Source: an optimization exercise on an open RTL-to-GDS flow (aim: small area and a short achievable clock period). Production flows keep margins and buffers that such runs may drop.
Where RTL was checked, it was by simulation tests only, not by an equivalence proof against the original.
No activity file was given, so power comes from the tool's default toggle rates.

==> flow/design.v <==
module top_module (
    input wire clk,
    input wire reset,
    input wire signed [15:0] x_in,
    input wire signed [15:0] d_in,
    output wire signed [15:0] y_out
);
    reg [15:0] d0;                  
    reg [15:0] dl [1:15];           
    reg        p1, n1;              
    reg        mp1, mn1;            
    reg        p16, n16;            
    reg [15:0] rz;
    reg [15:1] rp, rn;
    reg [3:1]  cz, cp, cn;          
    reg [15:0] y;
    reg        ep, en;              
    reg        kp, kn;              
    reg [3:0]  cnt;                 
    reg        v15;                 
    integer i;
    wire [15:0] d15 = v15 ? dl[15] : 16'd0;
    wire        p15 = (|d15) & ~d15[15];
    wire        n15 = d15[15];
    function [15:0] add16(input [15:0] a, input [15:0] b, input ci);
        reg [15:0] p, g, gg, pp;
        integer k, st;
        begin
            p = a ^ b;
            g = a & b;
            gg = g;
            pp = p;
            gg[0] = g[0] | (p[0] & ci);
            for (st = 1; st < 16; st = st * 2)
                for (k = 2 * st - 1; k < 16; k = k + 2 * st) begin
                    gg[k] = gg[k] | (pp[k] & gg[k-st]);
                    pp[k] = pp[k] & pp[k-st];
                end
            for (st = 4; st >= 1; st = st / 2)
                for (k = 3 * st - 1; k < 16; k = k + 2 * st) begin
                    gg[k] = gg[k] | (pp[k] & gg[k-st]);
                    pp[k] = pp[k] & pp[k-st];
                end
            add16 = p ^ {gg[14:0], ci};
        end
    endfunction
    function [4:0] rip4(input [3:0] a, input [3:0] b, input ci);
        reg [4:0] c;
        integer k;
        begin
            c[0] = ci;
            for (k = 0; k < 4; k = k + 1)
                c[k+1] = (a[k] & b[k]) | (a[k] & c[k]) | (b[k] & c[k]);
            rip4 = {c[4], a ^ b ^ c[3:0]};
        end
    endfunction
    function [18:0] acc(input [15:0] r, input [3:1] rc, input [15:0] x,
                        input s, input sh);
        reg [15:0] a;
        reg [4:0]  b0, b1, b2, b3;
        begin
            a = x ^ {{8{sh}}, {8{s}}};
            b0 = rip4(r[3:0], a[3:0], s);
            b1 = rip4(r[7:4], a[7:4], rc[1]);
            b2 = rip4(r[11:8], a[11:8], rc[2]);
            b3 = rip4(r[15:12], a[15:12], rc[3]);
            acc = {b2[4], b1[4], b0[4], b3[3:0], b2[3:0], b1[3:0], b0[3:0]};
        end
    endfunction
    wire [15:0] rpf = {rp, rz[0]};
    wire [15:0] rnf = {rn, rz[0]};
    wire [18:0] vp  = acc(rpf, cp, d0, ~p1, mp1);
    wire [18:0] vn  = acc(rnf, cn, d0, ~n1, mn1);
    wire [18:0] vz  = acc(rz, cz, d0, 1'b1, 1'b1);
    wire [18:0] rpn = acc(vp[15:0], vp[18:16], d15, p16, p16);
    wire [18:0] rnn = acc(vn[15:0], vn[18:16], d15, n16, n16);
    wire [18:0] rzn = acc(vz[15:0], vz[18:16], d15, 1'b0, 1'b0);
    wire [18:0] vk = kp ? vp : (kn ? vn : vz);
    wire [15:0] yn = vk[15:0] + {3'd0, vk[18], 3'd0, vk[17], 3'd0, vk[16], 4'd0};
    wire        eneg = add16(d_in, ~y, 1'b1) >> 15;    
    wire        enz  = |(d_in ^ y);                   
    always @(posedge clk or posedge reset) begin
        if (reset) begin
            d0  <= 16'd0;
            p1  <= 1'b0;
            n1  <= 1'b0;
            mp1 <= 1'b1;
            mn1 <= 1'b1;
            p16 <= 1'b0;
            n16 <= 1'b0;
            rz  <= 16'd0;
            rp  <= 15'd0;
            rn  <= 15'd0;
            cz  <= 3'd0;
            cp  <= 3'd0;
            cn  <= 3'd0;
            y   <= 16'd0;
            ep  <= 1'b0;
            en  <= 1'b0;
            kp  <= 1'b0;
            kn  <= 1'b0;
            cnt <= 4'd0;
            v15 <= 1'b0;
        end else begin
            d0  <= x_in;
            p1  <= (|d0) & ~d0[15];
            n1  <= d0[15];
            mp1 <= ~((|d0) & ~d0[15]);
            mn1 <= ~d0[15];
            p16 <= p15;
            n16 <= n15;
            rz  <= rzn[15:0];
            rp  <= rpn[15:1];
            rn  <= rnn[15:1];
            cz  <= rzn[18:16];
            cp  <= rpn[18:16];
            cn  <= rnn[18:16];
            y   <= yn;
            ep  <= enz & ~eneg;
            en  <= eneg;
            kp  <= ep;
            kn  <= en;
            if (!v15) cnt <= cnt + 4'd1;
            if (cnt == 4'd14) v15 <= 1'b1;
        end
    end
    always @(posedge clk) begin
        dl[1] <= d0;
        for (i = 2; i < 16; i = i + 1)
            dl[i] <= dl[i-1];
    end
    assign y_out = y;
endmodule
export LEC_CHECK = 0
export CAP_MARGIN = 20
export CORE_MARGIN = 2
export CORE_UTILIZATION = 45
export SLEW_MARGIN = 20
create_clock -name core_clock -period 12.5 [get_ports {clk}]
standard.sh (not shown) runs the stock make flow with config.mk's settings and CLKGATE_MAP_FILE= SYNTH_SCRIPT=/design/flow/synth_recipe.tcl, a recipe that flattens the netlist after the stock synthesis.
==> flow/flow/run.sh <==
#!/bin/bash
# The standard ORFS layout (standard.sh: standard synthesis, floorplan,
# placement, CTS, routing), with three changes to how the layout is made:
# - repair_timing aims for setup slack beyond the clock's own (SETUP_SLACK_MARGIN),
#   so the layout is optimised for a shorter achieved period;
# - port buffers are a plain buf_2 instead of the resizer's default pick;
# - CTS: clkbuf_16 root, clkbuf_8 leaf buffers, no dummy loads, smaller clusters.
# The clock period and constraints (constraint.sdc) are the standard flow's, unchanged.
# make's full output goes to make_standard.log; each ORFS step logs to orfs/logs.
set -euo pipefail
export SETUP_SLACK_MARGIN=9.0
export BUFFER_PORTS_ARGS="-buffer_cell sky130_fd_sc_hd__buf_2"
export CTS_ARGS="-sink_clustering_enable -repair_clock_nets -dont_use_dummy_load -root_buf sky130_fd_sc_hd__clkbuf_16 -buf_list sky130_fd_sc_hd__clkbuf_8 -sink_clustering_size 16 -sink_clustering_max_diameter 50"
bash standard.sh > make_standard.log 2>&1
Edit:
--- a/flow/design.v
+++ b/flow/design.v
@@ -8,7 +8,6 @@
     reg [15:0] d0;                  
     reg [15:0] dl [1:15];           
     reg        p1, n1;              
-    reg        mp1, mn1;            
     reg        p16, n16;            
     reg [15:0] rz;
     reg [15:1] rp, rn;
@@ -54,29 +53,32 @@
             rip4 = {c[4], a ^ b ^ c[3:0]};
         end
     endfunction
-    function [18:0] acc(input [15:0] r, input [3:1] rc, input [15:0] x,
-                        input s, input sh);
-        reg [15:0] a;
+    function [18:0] upd(input [15:0] r, input [3:1] rc, input [15:0] x0,
+                        input [15:0] x15, input s0, input s15);
+        reg [15:0] a, b, s, c, c2;
         reg [4:0]  b0, b1, b2, b3;
         begin
-            a = x ^ {{8{sh}}, {8{s}}};
-            b0 = rip4(r[3:0], a[3:0], s);
-            b1 = rip4(r[7:4], a[7:4], rc[1]);
-            b2 = rip4(r[11:8], a[11:8], rc[2]);
-            b3 = rip4(r[15:12], a[15:12], rc[3]);
-            acc = {b2[4], b1[4], b0[4], b3[3:0], b2[3:0], b1[3:0], b0[3:0]};
+            a = x0 ^ {16{s0}};
+            b = x15 ^ {16{s15}};
+            s = r ^ a ^ b;
+            c = (r & a) | (r & b) | (a & b);
+            c2 = {c[14:0], s0};
+            b0 = rip4(s[3:0], c2[3:0], s15);
+            b1 = rip4(s[7:4], c2[7:4], rc[1]);
+            b2 = rip4(s[11:8], c2[11:8], rc[2]);
+            b3 = rip4(s[15:12], c2[15:12], rc[3]);
+            upd = {b2[4], b1[4], b0[4], b3[3:0], b2[3:0], b1[3:0], b0[3:0]};
         end
     endfunction
     wire [15:0] rpf = {rp, rz[0]};
     wire [15:0] rnf = {rn, rz[0]};
-    wire [18:0] vp  = acc(rpf, cp, d0, ~p1, mp1);
-    wire [18:0] vn  = acc(rnf, cn, d0, ~n1, mn1);
-    wire [18:0] vz  = acc(rz, cz, d0, 1'b1, 1'b1);
-    wire [18:0] rpn = acc(vp[15:0], vp[18:16], d15, p16, p16);
-    wire [18:0] rnn = acc(vn[15:0], vn[18:16], d15, n16, n16);
-    wire [18:0] rzn = acc(vz[15:0], vz[18:16], d15, 1'b0, 1'b0);
-    wire [18:0] vk = kp ? vp : (kn ? vn : vz);
-    wire [15:0] yn = vk[15:0] + {3'd0, vk[18], 3'd0, vk[17], 3'd0, vk[16], 4'd0};
+    wire [18:0] rpn = upd(rpf, cp, d0, d15, ~p1, p16);
+    wire [18:0] rnn = upd(rnf, cn, d0, d15, ~n1, n16);
+    wire [18:0] rzn = upd(rz, cz, d0, d15, 1'b1, 1'b0);
+    wire [15:0] rk = kp ? rpf : (kn ? rnf : rz);
+    wire [3:1]  ck = kp ? cp : (kn ? cn : cz);
+    wire        m  = kp ? ~p1 : (kn ? ~n1 : 1'b1);
+    wire [15:0] yn = rk + (d0 ^ {16{m}}) + {3'd0, ck[3], 3'd0, ck[2], 3'd0, ck[1], 4'd0} + m;
     wire        eneg = add16(d_in, ~y, 1'b1) >> 15;    
     wire        enz  = |(d_in ^ y);                   
     always @(posedge clk or posedge reset) begin
@@ -84,8 +86,6 @@
             d0  <= 16'd0;
             p1  <= 1'b0;
             n1  <= 1'b0;
-            mp1 <= 1'b1;
-            mn1 <= 1'b1;
             p16 <= 1'b0;
             n16 <= 1'b0;
             rz  <= 16'd0;
@@ -105,8 +105,6 @@
             d0  <= x_in;
             p1  <= (|d0) & ~d0[15];
             n1  <= d0[15];
-            mp1 <= ~((|d0) & ~d0[15]);
-            mn1 <= ~d0[15];
             p16 <= p15;
             n16 <= n15;
             rz  <= rzn[15:0];
What happened: Design area rose by 2.2%. Sequential share of layout area is lower by 1.6 points. Synthesized cell count rises by 9.0%. Flip-flop and latch count is lower by 2. Critical path depth falls by 13. Wire length increases by 0.71%. Count of clock-buffer cells in the layout decreases by 1. Register-to-register slack improved by 0.32 ns. Power grows by 1.5%. Area after synthesis went up by 5.4%. Clock power came out lower by about 2%. Non-clock buffer count went down by 10. Fmax climbs by 3.1%. Die area climbs by 5.3%.
Only the layout flow was run in the first run of this note; the RTL was not checked for function there.

== JK ==
Another version of the RTL of top_module (not shown whole).
Size in the first run: about 1300 cells after synthesis, about 360 flip-flops, about 14000 um^2 of cells after synthesis.
==> module top_module, before the edit <==
module top_module (
    input wire clk,
    input wire reset,
    input wire signed [15:0] x_in,
    input wire signed [15:0] d_in,
    output wire signed [15:0] y_out
);
    reg [15:0] d0;                  
    reg [15:0] dl [1:15];           
    reg        p16, n16;            
    reg [15:0] rz, rp, rn;
    reg [15:0] y;
    reg [15:0] dr, yo;              
    reg        kp, kn;              
    reg [3:0]  cnt;                 
    integer i;
    wire        v15 = &cnt;
    wire [15:0] d15 = v15 ? dl[15] : 16'd0;
    wire [15:0] d1  = dl[1];
    wire        p1  = (|d1) & ~d1[15];
    wire        n1  = d1[15];
    wire        p15 = (|d15) & ~d15[15];
    wire        n15 = d15[15];
    wire [15:0] sp = p1 ? rp + d0 : rp - d0;
    wire [15:0] sn = n1 ? rn + d0 : rn - d0;
    wire [15:0] sz = rz - d0;
    wire [15:0] e  = dr - yo;
    wire        first = ~|cnt;
    always @(posedge clk or posedge reset) begin
        if (reset) begin
            d0  <= 16'd0;
            p16 <= 1'b0;
            n16 <= 1'b0;
            rz  <= 16'd0;
            rp  <= 16'd0;
            rn  <= 16'd0;
            y   <= 16'd0;
            kp  <= 1'b0;
            kn  <= 1'b0;
            cnt <= 4'd0;
        end else begin
            d0  <= x_in;
            p16 <= p15;
            n16 <= n15;
            rz  <= sz + d15;
            rp  <= p16 ? sp - d15 : sp + d15;
            rn  <= n16 ? sn - d15 : sn + d15;
            y   <= kp ? sp : (kn ? sn : sz);
            kp  <= ~first & (|e) & ~e[15];
            kn  <= ~first & e[15];
            if (!v15) cnt <= cnt + 4'd1;
        end
    end
    always @(posedge clk) begin
        dl[1] <= d0;
        for (i = 2; i < 16; i = i + 1)
            dl[i] <= dl[i-1];
        dr <= d_in;
        yo <= y;
    end
    assign y_out = y;
endmodule
Settings: LEC_CHECK=0, CAP_MARGIN=20, CORE_MARGIN=2, CORE_UTILIZATION=45, SLEW_MARGIN=20; clock period 12.5 ns.
run.sh (not shown) runs the stock make flow with config.mk's settings and CLKGATE_MAP_FILE= SYNTH_SCRIPT=/design/flow/synth_recipe.tcl, a recipe that flattens the netlist after the stock synthesis.
Stock flow here: none of the scripts above is used.
Edits applied to the flow inputs when going from JK to MS:
==> flow/design.v <==
module top_module (
    input wire clk,
    input wire reset,
    input wire signed [15:0] x_in,
    input wire signed [15:0] d_in,
    output wire signed [15:0] y_out
);
    reg [15:0] d0;                  
    reg [15:0] dl [1:15];           
    reg        p1, n1;              
    reg        p16, n16;            
    reg [15:0] rz;
    reg [15:1] rp, rn;
    reg [15:0] y;
    reg        ep, en;              
    reg        kp, kn;              
    reg [3:0]  cnt;                 
    integer i;
    wire        v15 = &cnt;
    wire [15:0] d15 = v15 ? dl[15] : 16'd0;
    wire        p15 = (|d15) & ~d15[15];
    wire        n15 = d15[15];
    function [15:0] upd(input [15:0] r, input [15:0] x0, input [15:0] x15,
                        input s0, input s15);
        reg [15:0] a, b, s, c;
        begin
            a = x0 ^ {16{s0}};
            b = x15 ^ {16{s15}};
            s = r ^ a ^ b;
            c = (r & a) | (r & b) | (a & b);
            upd = s + {c[14:0], s0} + s15;
        end
    endfunction
    wire [15:0] rpf = {rp, rz[0]};
    wire [15:0] rnf = {rn, rz[0]};
    wire [15:0] rpn = upd(rpf, d0, d15, ~p1, p16);
    wire [15:0] rnn = upd(rnf, d0, d15, ~n1, n16);
    wire [15:0] rzn = upd(rz, d0, d15, 1'b1, 1'b0);
    wire [15:0] rk = kp ? rpf : (kn ? rnf : rz);
    wire        m  = kp ? ~p1 : (kn ? ~n1 : 1'b1);
    wire [15:0] yn = rk + (d0 ^ {16{m}}) + m;
    wire [15:0] e = d_in - y;
    always @(posedge clk or posedge reset) begin
        if (reset) begin
            d0  <= 16'd0;
            p1  <= 1'b0;
            n1  <= 1'b0;
            p16 <= 1'b0;
            n16 <= 1'b0;
            rz  <= 16'd0;
            rp  <= 15'd0;
            rn  <= 15'd0;
            y   <= 16'd0;
            ep  <= 1'b0;
            en  <= 1'b0;
            kp  <= 1'b0;
            kn  <= 1'b0;
            cnt <= 4'd0;
        end else begin
            d0  <= x_in;
            p1  <= (|d0) & ~d0[15];
            n1  <= d0[15];
            p16 <= p15;
            n16 <= n15;
            rz  <= rzn;
            rp  <= rpn[15:1];
            rn  <= rnn[15:1];
            y   <= yn;
            ep  <= (|e) & ~e[15];
            en  <= e[15];
            kp  <= ep;
            kn  <= en;
            if (!v15) cnt <= cnt + 4'd1;
        end
    end
    always @(posedge clk) begin
        dl[1] <= d0;
        for (i = 2; i < 16; i = i + 1)
            dl[i] <= dl[i-1];
    end
    assign y_out = y;
endmodule
### Flow results
From JK to MS the numbers moved as follows: via count of the first global-routing pass lower, post-synthesis to final-layout area growth stayed essentially flat, setup slack after layout lower, met3 track utilization from global routing comparable, post-detailed-placement half-perimeter wirelength down 16%.
Areal power density over the cells: MS vs JK down 17 nW/um^2
Diff JK -> MS | number of buffers other than clock buffers in the final layout | increase of 9.6%
Placer congestion estimate, MS and JK: higher on JK
Comparing MS and JK, first-iteration DRC count is higher on JK.
For the routed length on met3, MS came in 23% lower than JK did.
Total power of MS is lower than that of JK.
Looking at MS and JK, the mux cell area share after synthesis is a wash.

top_module, a different RTL version from the one above (not shown whole).
==> module top_module, before the edit <==
module top_module (
    input wire clk,
    input wire reset,
    input wire signed [15:0] x_in,
    input wire signed [15:0] d_in,
    output wire signed [15:0] y_out
);
    reg [15:0] d0;                  
    reg [15:0] dl [1:15];           
    reg        p1, n1;              
    reg        p16, n16;            
    reg [15:0] rz;
    reg [15:1] rp, rn;
    reg [4:1]  cz, cp, cn;          
    reg [15:0] y;
    reg        ep, en;              
    reg        kp, kn, kz;          
    reg [3:0]  cnt;                 
    reg        v15;                 
    integer i;
    wire [15:0] d15 = v15 ? dl[15] : 16'd0;
    wire        p15 = (|d15) & ~d15[15];
    wire        n15 = d15[15];
    function [1:0] eclass(input [15:0] a, input [15:0] b);
        reg [15:0] lt, eq;
        integer k, st;
        begin
            lt = ~a & b;
            eq = ~(a ^ b);
            lt[15] = 1'b0;
            eq[15] = 1'b1;
            for (st = 1; st < 16; st = st * 2)
                for (k = 2 * st - 1; k < 16; k = k + 2 * st) begin
                    lt[k] = lt[k] | (eq[k] & lt[k-st]);
                    eq[k] = eq[k] & eq[k-st];
                end
            eclass = {a[15] ^ b[15] ^ lt[15], |(a ^ b)};
        end
    endfunction
    function [4:0] rip(input [3:0] a, input [3:0] b, input ci, input integer n);
        reg [4:0] c;
        integer k;
        begin
            c = 5'd0;
            c[0] = ci;
            for (k = 0; k < n; k = k + 1)
                c[k+1] = (a[k] & b[k]) | (a[k] & c[k]) | (b[k] & c[k]);
            rip = {c[n], (a ^ b ^ c[3:0])};
        end
    endfunction
    function [19:0] acc(input [15:0] r, input [4:1] rc, input [15:0] x,
                        input s);
        reg [15:0] a;
        reg [4:0]  b0, b1, b2, b3, b4;
        begin
            a = x ^ {16{s}};
            b0 = rip({1'b0, r[2:0]}, {1'b0, a[2:0]}, s, 3);
            b1 = rip({1'b0, r[5:3]}, {1'b0, a[5:3]}, rc[1], 3);
            b2 = rip({1'b0, r[8:6]}, {1'b0, a[8:6]}, rc[2], 3);
            b3 = rip({1'b0, r[11:9]}, {1'b0, a[11:9]}, rc[3], 3);
            b4 = rip(r[15:12], a[15:12], rc[4], 4);
            acc = {b3[4], b2[4], b1[4], b0[4],
                   b4[3:0], b3[2:0], b2[2:0], b1[2:0], b0[2:0]};
        end
    endfunction
    wire [15:0] rpf = {rp, rz[0]};
    wire [15:0] rnf = {rn, rz[0]};
    wire [19:0] vp  = acc(rpf, cp, d0, ~p1);
    wire [19:0] vn  = acc(rnf, cn, d0, ~n1);
    wire [19:0] vz  = acc(rz, cz, d0, 1'b1);
    wire [19:0] rpn = acc(vp[15:0], vp[19:16], d15, p16);
    wire [19:0] rnn = acc(vn[15:0], vn[19:16], d15, n16);
    wire [19:0] rzn = acc(vz[15:0], vz[19:16], d15, 1'b0);
    wire [19:0] vk = (vp & {20{kp}}) | (vn & {20{kn}}) | (vz & {20{kz}});
    wire [15:0] vs = vk[15:0];
    wire [4:1]  vc = vk[19:16];
    wire        a1 = &vs[5:3], a2 = &vs[8:6], a3 = &vs[11:9];
    wire        b2 = vs[8:6] == 3'b110, b3 = vs[11:9] == 3'b110;
    wire        k2 = a1 & vc[1];
    wire        k3 = (a2 & (vc[2] | k2)) | (b2 & vc[2] & k2);
    wire        k4 = (a3 & (vc[3] | k3)) | (b3 & vc[3] & k3);
    wire [2:0]  t1 = vs[5:3] + vc[1];
    wire [2:0]  t2 = vs[8:6] + vc[2] + k2;
    wire [2:0]  t3 = vs[11:9] + vc[3] + k3;
    wire [3:0]  t4 = vs[15:12] + vc[4] + k4;
    wire [15:0] yn = {t4, t3, t2, t1, vs[2:0]};
    wire [1:0]  ec   = eclass(d_in, y);
    wire        eneg = ec[1];                         
    wire        enz  = ec[0];                         
    always @(posedge clk or posedge reset) begin
        if (reset) begin
            d0  <= 16'd0;
            p1  <= 1'b0;
            n1  <= 1'b0;
            p16 <= 1'b0;
            n16 <= 1'b0;
            rz  <= 16'd0;
            rp  <= 15'd0;
            rn  <= 15'd0;
            cz  <= 4'd0;
            cp  <= 4'd0;
            cn  <= 4'd0;
            y   <= 16'd0;
            ep  <= 1'b0;
            en  <= 1'b0;
            kp  <= 1'b0;
            kn  <= 1'b0;
            kz  <= 1'b1;
            cnt <= 4'd0;
            v15 <= 1'b0;
        end else begin
            d0  <= x_in;
            p1  <= (|d0) & ~d0[15];
            n1  <= d0[15];
            p16 <= p15;
            n16 <= n15;
            rz  <= rzn[15:0];
            rp  <= rpn[15:1];
            rn  <= rnn[15:1];
            cz  <= rzn[19:16];
            cp  <= rpn[19:16];
            cn  <= rnn[19:16];
            y   <= yn;
            ep  <= enz & ~eneg;
            en  <= eneg;
            kp  <= ep;
            kn  <= en;
            kz  <= ~ep & ~en;
            if (!v15) cnt <= cnt + 4'd1;
            if (cnt == 4'd14) v15 <= 1'b1;
        end
    end
    always @(posedge clk) begin
        dl[1] <= d0;
        for (i = 2; i < 16; i = i + 1)
            dl[i] <= dl[i-1];
    end
    assign y_out = y;
endmodule
export LEC_CHECK = 0
export CAP_MARGIN = 20
export CORE_MARGIN = 2
export CORE_UTILIZATION = 45
export SLEW_MARGIN = 20
create_clock -name core_clock -period 12.5 [get_ports {clk}]
standard.sh (not shown) runs the stock make flow with config.mk's settings and CLKGATE_MAP_FILE= SYNTH_SCRIPT=/design/flow/synth_recipe.tcl, a recipe that flattens the netlist after the stock synthesis.
==> flow/flow/run.sh <==
#!/bin/bash
# The standard ORFS layout (standard.sh), with these changes to how the
# layout is made:
# - after the standard synthesis, flow/polarity.py picks the polarity of each
#   full adder and xor cell so that fewer inverters are needed (full adders are
#   self-dual; xor2 and xnor2 absorb inversions). Registers, ports and other
#   cells are untouched. Yosys proves the result equivalent to the standard
#   netlist (flow/equiv.ys); if it cannot, the standard netlist is used as is;
# - repair_timing aims for setup slack beyond the clock's own (SETUP_SLACK_MARGIN),
#   so the layout is optimised for a shorter achieved period;
# - port buffers are a plain buf_2 instead of the resizer's default pick;
# - CTS: clkbuf_16 root, clkbuf_8 leaf buffers, no dummy loads, clusters of at most
#   20 sinks within 60 um.
# The clock period and constraints (constraint.sdc) are the standard flow's, unchanged.
# Logs: make_synth.log, polarity.log, equiv.log, make_standard.log here, and
# each ORFS step's log under orfs/logs.
set -euo pipefail
export SETUP_SLACK_MARGIN=8.9
export BUFFER_PORTS_ARGS="-buffer_cell sky130_fd_sc_hd__buf_2"
export CTS_ARGS="-sink_clustering_enable -repair_clock_nets -dont_use_dummy_load -root_buf sky130_fd_sc_hd__clkbuf_16 -buf_list sky130_fd_sc_hd__clkbuf_8 -sink_clustering_size 20 -sink_clustering_max_diameter 60"
RES="$PWD/orfs/results/$FLOW_PLATFORM/top_module/base"
YOSYS="$FLOW_HOME/../tools/install/yosys/bin/yosys"
LIB="$FLOW_HOME/platforms/$FLOW_PLATFORM/lib/sky130_fd_sc_hd__tt_025C_1v80.lib"

bash standard.sh "$RES/1_2_yosys.v" > make_synth.log 2>&1
mkdir -p pol
cp "$RES/1_2_yosys.v" pol/standard.v
cp "$LIB" pol/lib.lib
if python3 flow/polarity.py pol/standard.v pol/polarity.v > polarity.log 2>&1 &&
   (cd pol && "$YOSYS" -s ../flow/equiv.ys) > equiv.log 2>&1; then
  cp pol/polarity.v "$RES/1_2_yosys.v"
  echo "using the polarity netlist" >> polarity.log
else
  echo "using the standard netlist" >> polarity.log
fi
rm -f pol/lib.lib
touch "$RES/1_2_yosys.v"
bash standard.sh > make_standard.log 2>&1
Other scripts of this flow, unchanged in this note and not shown: flow/flow/equiv.ys, flow/flow/polarity.py
==> next run, changes <==
==> flow/design.v (replaced) <==
module top_module (
    input wire clk,
    input wire reset,
    input wire signed [15:0] x_in,
    input wire signed [15:0] d_in,
    output wire signed [15:0] y_out
);
    reg [15:0] d0;                  
    reg [15:0] dl [1:15];           
    reg        p1, n1;              
    reg        p16, n16;            
    reg [15:0] nrz;                 
    reg [15:1] rp, rn;
    reg [4:1]  cz, cp, cn;          
    reg [15:0] y;
    reg        ep, en;              
    reg        kp, kn;              
    reg [3:0]  cnt;                 
    reg        v15;                 
    integer i;
    wire [15:0] d15 = v15 ? dl[15] : 16'd0;
    wire        p15 = (|d15) & ~d15[15];
    wire        n15 = d15[15];
    function [15:0] add16(input [15:0] a, input [15:0] b, input ci);
        reg [15:0] p, g, gg, pp;
        integer k, st;
        begin
            p = a ^ b;
            g = a & b;
            gg = g;
            pp = p;
            gg[0] = g[0] | (p[0] & ci);
            for (st = 1; st < 16; st = st * 2)
                for (k = 2 * st - 1; k < 16; k = k + 2 * st) begin
                    gg[k] = gg[k] | (pp[k] & gg[k-st]);
                    pp[k] = pp[k] & pp[k-st];
                end
            for (st = 4; st >= 1; st = st / 2)
                for (k = 3 * st - 1; k < 16; k = k + 2 * st) begin
                    gg[k] = gg[k] | (pp[k] & gg[k-st]);
                    pp[k] = pp[k] & pp[k-st];
                end
            add16 = p ^ {gg[14:0], ci};
        end
    endfunction
    function [4:0] rip(input [3:0] a, input [3:0] b, input ci, input integer n);
        reg [4:0] c;
        integer k;
        begin
            c = 5'd0;
            c[0] = ci;
            for (k = 0; k < n; k = k + 1)
                c[k+1] = (a[k] & b[k]) | (a[k] & c[k]) | (b[k] & c[k]);
            rip = {c[n], (a ^ b ^ c[3:0])};
        end
    endfunction
    function [19:0] acc(input [15:0] r, input [4:1] rc, input [15:0] x,
                        input s);
        reg [15:0] a;
        reg [4:0]  b0, b1, b2, b3, b4;
        begin
            a = x ^ {16{s}};
            b0 = rip({1'b0, r[2:0]}, {1'b0, a[2:0]}, s, 3);
            b1 = rip({1'b0, r[5:3]}, {1'b0, a[5:3]}, rc[1], 3);
            b2 = rip({1'b0, r[8:6]}, {1'b0, a[8:6]}, rc[2], 3);
            b3 = rip({1'b0, r[11:9]}, {1'b0, a[11:9]}, rc[3], 3);
            b4 = rip(r[15:12], a[15:12], rc[4], 4);
            acc = {b3[4], b2[4], b1[4], b0[4],
                   b4[3:0], b3[2:0], b2[2:0], b1[2:0], b0[2:0]};
        end
    endfunction
    wire [15:0] rz  = ~nrz;
    wire [15:0] rpf = {rp, rz[0]};
    wire [15:0] rnf = {rn, rz[0]};
    wire [19:0] vp  = acc(rpf, cp, d0, ~p1);
    wire [19:0] vn  = acc(rnf, cn, d0, ~n1);
    wire [19:0] vz  = acc(rz, cz, d0, 1'b1);
    wire [19:0] rpn = acc(vp[15:0], vp[19:16], d15, p16);
    wire [19:0] rnn = acc(vn[15:0], vn[19:16], d15, n16);
    wire [19:0] rzn = acc(vz[15:0], vz[19:16], d15, 1'b0);
    wire [19:0] vk = kp ? vp : (kn ? vn : vz);
    wire [15:0] yn = vk[15:0] + {3'd0, vk[19], 2'd0, vk[18], 2'd0, vk[17], 2'd0, vk[16], 3'd0};
    wire        eneg = add16(d_in, ~y, 1'b1) >> 15;    
    wire        enz  = |(d_in ^ y);                   
    always @(posedge clk or posedge reset) begin
        if (reset) begin
            d0  <= 16'd0;
            p1  <= 1'b0;
            n1  <= 1'b0;
            p16 <= 1'b0;
            n16 <= 1'b0;
            nrz <= 16'hffff;
            rp  <= 15'd0;
            rn  <= 15'd0;
            cz  <= 4'd0;
            cp  <= 4'd0;
            cn  <= 4'd0;
            y   <= 16'd0;
            ep  <= 1'b0;
            en  <= 1'b0;
            kp  <= 1'b0;
            kn  <= 1'b0;
            cnt <= 4'd0;
            v15 <= 1'b0;
        end else begin
            d0  <= x_in;
            p1  <= (|d0) & ~d0[15];
            n1  <= d0[15];
            p16 <= p15;
            n16 <= n15;
            nrz <= ~rzn[15:0];
            rp  <= rpn[15:1];
            rn  <= rnn[15:1];
            cz  <= rzn[19:16];
            cp  <= rpn[19:16];
            cn  <= rnn[19:16];
            y   <= yn;
            ep  <= enz & ~eneg;
            en  <= eneg;
            kp  <= ep;
            kn  <= en;
            if (!v15) cnt <= cnt + 4'd1;
            if (cnt == 4'd14) v15 <= 1'b1;
        end
    end
    always @(posedge clk) begin
        dl[1] <= d0;
        for (i = 2; i < 16; i = i + 1)
            dl[i] <= dl[i-1];
    end
    assign y_out = y;
endmodule
=>
- The changed run finished clean
- cell area went up by 3.8%
- die area went up by 2.7%
- clock skew went up by 0.037 ns
- global-route usage went down by 0.11 points
- total power went up by 10%
- critical path depth is unchanged
- core utilization went up by 0.42 points
- non-clock buffer count went up by 2
- setup slack gets worse by 0.0097 ns
- final cell count went up by 5.0%
- via count went up by 3.5%
- worst hold slack gets worse by 0.0032 ns
- wire length went up by 1.9%
No functional check of the RTL was part of any run of this note.

-- port drivers added, routing unchanged --
Ports are ideal in the flow. The routed layouts listed here were re-timed in OpenROAD.
Step 1 assumes that a clkbuf_16 drives the clock port and a buf_2 every other input.
Step 2, shift: input delay + t, output delay - t, t = (earliest + latest rising clock arrival at the registers) / 2. This alone moves slack from input paths to output paths.
a / b / c = ideal / step 1 / step 2; a / b = the first two.
run	t (ns)	setup slack, ns	hold slack, ns	worst setup path at the end	worst register clock-pin slew, ns
the first run of note 1	0.545	8.855 / 8.855 / 8.501	0.279 / 0.279 / 0.279	input to register	0.10 / 0.10
the second run of note 1	0.534	8.965 / 8.917 / 8.505	0.314 / 0.314 / 0.314	input to register	0.09 / 0.09
JK	0.567	7.800 / 7.800 / 7.800	0.317 / 0.317 / 0.317	register to register	0.07 / 0.07
MS	0.542	7.574 / 7.589 / 7.047	0.323 / 0.323 / 0.323	input to register	0.06 / 0.06
the first run of note 3	0.531	8.858 / 8.858 / 8.513	0.299 / 0.299 / 0.299	input to register	0.12 / 0.12
the second run of note 3	0.532	8.849 / 8.849 / 8.551	0.296 / 0.296 / 0.296	input to register	0.12 / 0.12
After both steps every run listed still meets setup and hold. The setup slack of MS, which loses most, moves by +0.015 ns with the drivers and by -0.527 ns with both steps.
